Source: an optimization exercise on an open RTL-to-GDS flow (aim: small area). Production flows keep margins and buffers that such runs may drop.
RTL that was checked went through simulation tests only; none was proved equivalent to the original.
Power figures rest on the tool's default switching activity, not on a simulated workload.

## run C
==> flow/design.v (excerpt) <==
module cpu65xx(clk, enable, reset, nmi_n, irq_n, so_n, din, dout, addr, we, debugOpcode, debugPc, debugA, debugX, debugY, debugS);
For scale: ~98 flip-flops, about 0.0095 mm^2 of cells after synthesis.
Settings: LEC_CHECK=0, ABC_AREA=1, CAP_MARGIN=20, CORE_MARGIN=2, CORE_UTILIZATION=65, SLEW_MARGIN=20; clock period 10.0 ns.
standard.sh (not shown) runs the stock make flow with config.mk's settings and CLKGATE_MAP_FILE= SYNTH_SCRIPT=/design/flow/synth_recipe.tcl, a recipe that flattens the netlist after the stock synthesis.
==> flow/flow/run.sh <==
#!/bin/bash
# Standard ORFS layout (the standard.sh), with two changes:
#  - the port buffers are the smallest buffer (buf_1) instead of the
#    default choice;
#  - clock tree synthesis inserts no dummy loads.
set -euo pipefail
export BUFFER_PORTS_ARGS="-buffer_cell sky130_fd_sc_hd__buf_1"
export CTS_ARGS="-sink_clustering_enable -repair_clock_nets -dont_use_dummy_load"
bash standard.sh > standard.log 2>&1
Run C | stages: all done | timing, DRC, antenna: all pass
Here is what was changed in the inputs of run B compared with run C.
diff --git a/flow/config.mk b/flow/config.mk
--- a/flow/config.mk
+++ b/flow/config.mk
@@ -8 +7,0 @@
-export ABC_AREA = 1
@@ -11 +10 @@
-export CORE_UTILIZATION = 65
+export CORE_UTILIZATION = 40
Findings:
- Design area for run B: about 6.6% up relative to run C
- Count of state elements after synthesis: run C vs run B identical
- Final critical-path required period, run C and run B, higher one = run B.
No functional check of the RTL was part of any run of this note.

* * *

Another version of the RTL of cpu65xx (not shown whole).
For scale: roughly 1100 cells after synthesis.
clock: 10.0 ns
lec_check: 0
cap_margin: 5
core_margin: 2
core_utilization: 55
slew_margin: 5
Scripts as last shown in full above: flow/flow/run.sh
Next try:
==> flow/flow/run.sh (replaced) <==
#!/bin/bash
# Standard ORFS layout (the standard.sh), with two changes:
#  - the port buffers are the smallest buffer (buf_1) instead of the
#    default choice;
#  - clock tree synthesis uses clkbuf_8 below the root buffer and
#    inserts no dummy loads.
set -euo pipefail
export BUFFER_PORTS_ARGS="-buffer_cell sky130_fd_sc_hd__buf_1"
export CTS_ARGS="-sink_clustering_enable -repair_clock_nets -dont_use_dummy_load -root_buf sky130_fd_sc_hd__clkbuf_16 -buf_list sky130_fd_sc_hd__clkbuf_8"
bash standard.sh > standard.log 2>&1
Settings changed: CAP_MARGIN 5 to 20, CORE_UTILIZATION 55 to 40, SLEW_MARGIN 5 to 20.
Result: Clock-buffer cell count stays the same; sequential power stays flat; total power rose by about 0.7%; non-clock buffer count rose by 5; fmax fell by about 1.1%; via count fell by 0.59%; routed wire length rose by 4.7%; core utilization fell by 15 points.
Next try:
==> flow/flow/run.sh (replaced) <==
#!/bin/bash
# Standard ORFS layout (the standard.sh), with two changes:
#  - the port buffers are the smallest buffer (buf_1) instead of the
#    default choice;
#  - clock tree synthesis inserts no dummy loads.
set -euo pipefail
export BUFFER_PORTS_ARGS="-buffer_cell sky130_fd_sc_hd__buf_1"
export CTS_ARGS="-sink_clustering_enable -repair_clock_nets -dont_use_dummy_load"
bash standard.sh > standard.log 2>&1
Settings changed: ABC_AREA set to 1, CORE_UTILIZATION 40 to 65.
What happened: The changed run completed without violations; worst setup slack gains 0.062 ns; power goes up by 2.7%; via count climbs by 9.2%; register-to-register slack improved by 0.06 ns; hold slack gains 0.015 ns; wire length fell by 9.6%; core utilization grows by 27 points; final cell count goes up by 8.9%.

* * *

build 31:
cpu65xx again, from the RTL that the note above started with.
clock: 10.0 ns
lec_check: 0
abc_area: 1
cap_margin: 20
core_margin: 2
core_utilization: 40
slew_margin: 20
==> flow/flow/run.sh <==
#!/bin/bash
# Standard ORFS layout (the standard.sh), with two changes:
#  - the port buffers are the smallest buffer (buf_1) instead of the
#    default choice;
#  - clock tree synthesis inserts no dummy loads.
set -euo pipefail
export BUFFER_PORTS_ARGS="-buffer_cell sky130_fd_sc_hd__buf_1"
export CTS_ARGS="-sink_clustering_enable -repair_clock_nets -dont_use_dummy_load"
bash standard.sh > standard.log 2>&1
Input-level comparison between build 34 and build 31:
Settings: clearing ABC_AREA, which used to be 1.
### Flow results
- Build 31 → build 34: number of instances in the synthesized netlist has decreased; number of diodes added for antenna fixing has decreased; routed wire length has increased.
- Initial standard-cell utilization of the core: build 34 vs build 31 — no meaningful difference
- From build 34 to build 31, post-cts repair resize count did not move at all.
- Summary of build 34 over build 31: utilization of the core after routing moved down, count of flip-flops with a built-in enable after synthesis ~0 delta, worst slack at placement dropped 0.22 ns, clock network fraction of total power now sits higher.
Relative to build 34, the following input files were edited for build 7:
Settings: CORE_UTILIZATION changed from 40 to 55; GPL_TIMING_DRIVEN newly set to 0.
==> summary.txt <==
Comparing build 34 against build 7, there is no change at all in number of antenna violations at the first check in global routing.
Die size: build 7 is under build 34
Build 34 was smaller in final cell area than build 7.
The timing startpoint of the critical path comes out debugOpcode[4] in one run and debugOpcode[2] in the other, namely in build 7 and build 34 respectively.
STATUS total power: build 7 loses against build 34
Build 7 vs. build 34: register-to-register slack down 0.16 ns, maximum fanout encountered on the critical timing path now smaller.
Worst path setup slack after routing sits lower in build 7 than in build 34.
Lower number of fill cells was reported by build 7, not build 34.
Compared with build 34, in build 7 pin count of the biggest net entering global routing lower, multi-input gate area in the final layout about even.
Diff build 34 -> build 7 | total global routing track utilization | increase of 10 points
#### Input delta (build 77 over build 7)
Settings: GPL_TIMING_DRIVEN removed (was 0); CORE_UTILIZATION changed from 55 to 40.
==> flow/flow/run.sh <==
#!/bin/bash
# Standard ORFS layout (the standard.sh), with two changes:
#  - the port buffers are the smallest buffer (buf_1) instead of the
#    default choice;
#  - clock tree synthesis clusters up to 50 sinks per buffer and inserts
#    no dummy loads.
set -euo pipefail
export BUFFER_PORTS_ARGS="-buffer_cell sky130_fd_sc_hd__buf_1"
export CTS_ARGS="-sink_clustering_enable -sink_clustering_size 50 -sink_clustering_max_diameter 300 -repair_clock_nets -dont_use_dummy_load"
bash standard.sh > standard.log 2>&1
[summary]
Against build 7, switching power summed over all nets in build 77 fell slightly.
Build 77 — placeable core area 6500 um^2 higher, build 7 as reference
Summary: with build 7 as the reference, wire length on met2 in build 77 moved up by a few percent.
Global-route wire length before repair ended up about 1% higher on build 77 than on build 7.

* * *

cpu65xx, a different RTL version from the one above (not shown whole).
Size: ~1100 cells after synthesis, about 98 flip-flops, about 95 I/O pins.
==> flow/design.v (excerpt) <==
module cpu65xx(clk, enable, reset, nmi_n, irq_n, so_n, din, dout, addr, we, debugOpcode, debugPc, debugA, debugX, debugY, debugS);
Settings: LEC_CHECK=0, CAP_MARGIN=20, CORE_MARGIN=2, CORE_UTILIZATION=65, SLEW_MARGIN=20; clock period 10.0 ns.
==> flow/flow/run.sh <==
#!/bin/bash
# Standard ORFS layout (the standard.sh), with two changes:
#  - the port buffers are the smallest buffer (buf_1) instead of the
#    default choice;
#  - clock tree synthesis inserts no dummy loads.
set -euo pipefail
export BUFFER_PORTS_ARGS="-buffer_cell sky130_fd_sc_hd__buf_1"
export CTS_ARGS="-sink_clustering_enable -repair_clock_nets -dont_use_dummy_load"
bash standard.sh > standard.log 2>&1
Then changed:
--- a/flow/config.mk
+++ b/flow/config.mk
@@ -7,5 +7,6 @@
 export LEC_CHECK = 0
+export ABC_AREA = 1
 export CAP_MARGIN = 20
 export CORE_MARGIN = 2
-export CORE_UTILIZATION = 65
+export CORE_UTILIZATION = 55
 export SLEW_MARGIN = 20
Outcome: Final area came out lower by 2.0%. Total power came out lower by 3.2%. Register-to-register slack improves by 0.68 ns. Core utilization came out lower by 10 points.
Then changed:
==> flow/flow/run.sh (replaced) <==
#!/bin/bash
# Standard ORFS layout (the standard.sh), with two changes:
#  - the port buffers are the smallest buffer (buf_1) instead of the
#    default choice;
#  - clock tree synthesis uses clkbuf_8 and inserts no dummy loads.
set -euo pipefail
export BUFFER_PORTS_ARGS="-buffer_cell sky130_fd_sc_hd__buf_1"
export CTS_ARGS="-sink_clustering_enable -repair_clock_nets -dont_use_dummy_load -buf_list sky130_fd_sc_hd__clkbuf_8"
bash standard.sh > standard.log 2>&1
--- a/flow/config.mk
+++ b/flow/config.mk
@@ -10,3 +10,3 @@
 export CORE_MARGIN = 2
-export CORE_UTILIZATION = 55
+export CORE_UTILIZATION = 65
 export SLEW_MARGIN = 20
The changed run passed the timing, design-rule and antenna checks.
Combinational power barely changes.
Wire length goes down by a few percent.
Worst setup slack loses 0.19 ns.
Non-clock buffer count drops by 3.
Utilization rose by 8.9 points.
Final area fell slightly.
Total power falls by a few percent.
Register-to-register slack degrades by 0.09 ns.
Die area came out lower by about a fifth.
Area after synthesis is unchanged.
Sequential share of layout area increases by 0.45 points.
Then changed:
==> flow/flow/run.sh (replaced) <==
#!/bin/bash
# Standard ORFS layout (the standard.sh), with two changes:
#  - the port buffers are the smallest buffer (buf_1) instead of the
#    default choice;
#  - clock tree synthesis inserts no dummy loads.
set -euo pipefail
export BUFFER_PORTS_ARGS="-buffer_cell sky130_fd_sc_hd__buf_1"
export CTS_ARGS="-sink_clustering_enable -repair_clock_nets -dont_use_dummy_load"
bash standard.sh > standard.log 2>&1
--- a/flow/config.mk
+++ b/flow/config.mk
@@ -7,6 +7,5 @@
 export LEC_CHECK = 0
-export ABC_AREA = 1
 export CAP_MARGIN = 20
 export CORE_MARGIN = 2
-export CORE_UTILIZATION = 65
+export CORE_UTILIZATION = 40
 export SLEW_MARGIN = 20
What happened: Clock skew came out lower by 0.0061 ns. Worst setup slack gets worse by 0.45 ns. Wire length rose by 13%. Design area increases by 5.8%. Utilization shrinks by 26 points. Clock-buffer cell count does not change. Combinational power goes up by 5.7%. Global-route usage shrinks by 14 points.

* * *

== red ==
Starting RTL as in the previous note.
export LEC_CHECK = 0
export CAP_MARGIN = 20
export CORE_MARGIN = 2
export CORE_UTILIZATION = 55
export SLEW_MARGIN = 20
create_clock -name core_clock -period 10.0 [get_ports {clk}]
==> flow/flow/run.sh <==
#!/bin/bash
# Standard ORFS layout (the standard.sh), with two changes:
#  - the port buffers are the smallest buffer (buf_1) instead of the
#    default choice;
#  - clock tree synthesis inserts no dummy loads.
set -euo pipefail
export BUFFER_PORTS_ARGS="-buffer_cell sky130_fd_sc_hd__buf_1"
export CTS_ARGS="-sink_clustering_enable -repair_clock_nets -dont_use_dummy_load"
bash standard.sh > standard.log 2>&1
Setup changes, red to blue
- changing CORE_UTILIZATION from 55 to 65
- setting ABC_AREA to 1 for the first time
[summary]
As of blue, cell area had fallen by a few percent compared to red. red reports its start-to-end type of the worst setup path as register to register while blue reports register to output port. For number of placed cells counting well taps, dividing the value from red by the value from blue gives 0.902. blue improves on red in synthesized area.

==> re-timing with driven ports <==
How much do the figures lean on ideal ports? The routed layouts below were timed once more, with nothing changed but the port constraints.
Step 1, drivers: a clkbuf_16 drives clk and a buf_2 each remaining input, both assumed.
Step 2 times the ports against the registers' clock, not the clock port: input delays grow and output delays shrink by t, the midpoint of the rising clock arrivals with the driver on.
Slacks: ideal ports / drivers / drivers and shift; pairs: ideal ports / drivers.
| run | t, ns | slack for setup (ns) | worst setup path after step 2 | slew at the worst register clock pin (ns) | worst slew at a driven data input, ns |
|---|---|---|---|---|---|
| run C | 0.398 | 0.492 / 0.492 / 0.492 | register to register | 0.08 / 0.08 | 0.03 |
| run B | 0.406 | 0.464 / 0.464 / 0.464 | register to register | 0.08 / 0.08 | 0.04 |
| the first run of note 2 | 0.390 | 0.636 / 0.636 / 0.636 | register to register | 0.07 / 0.07 | 0.05 |
| the second run of note 2 | 0.398 | 0.529 / 0.529 / 0.529 | register to register | 0.08 / 0.08 | 0.04 |
| the third run of note 2 | 0.400 | 0.591 / 0.591 / 0.591 | register to register | 0.08 / 0.08 | 0.03 |
| build 31 | 0.393 | 0.888 / 0.888 / 0.888 | register to register | 0.09 / 0.09 | 0.05 |
| build 34 | 0.398 | 0.529 / 0.529 / 0.529 | register to register | 0.08 / 0.08 | 0.04 |
| build 7 | 0.395 | 0.371 / 0.371 / 0.371 | register to register | 0.07 / 0.07 | 0.03 |
| build 77 | 0.398 | 0.529 / 0.529 / 0.529 | register to register | 0.08 / 0.08 | 0.04 |
| the first run of note 4 | 0.400 | 0.535 / 0.535 / 0.535 | register to register | 0.08 / 0.08 | 0.04 |
| the second run of note 4 | 0.405 | 1.154 / 1.107 / 1.217 | register to register | 0.08 / 0.08 | 0.03 |
| the third run of note 4 | 0.436 | 0.968 / 0.925 / 1.133 | register to register | 0.11 / 0.11 | 0.03 |
| the fourth run of note 4 | 0.398 | 0.517 / 0.516 / 0.516 | register to register | 0.09 / 0.09 | 0.03 |
| red | 0.399 | 0.499 / 0.499 / 0.499 | register to register | 0.08 / 0.08 | 0.05 |
| blue | 0.404 | 0.993 / 0.946 / 1.093 | register to register | 0.08 / 0.08 | 0.03 |
After both steps setup and hold are still met in every run listed. For the fourth run of note 4, which loses most, drivers alone change the setup slack by -0.001 ns; drivers and shift together by -0.001 ns.
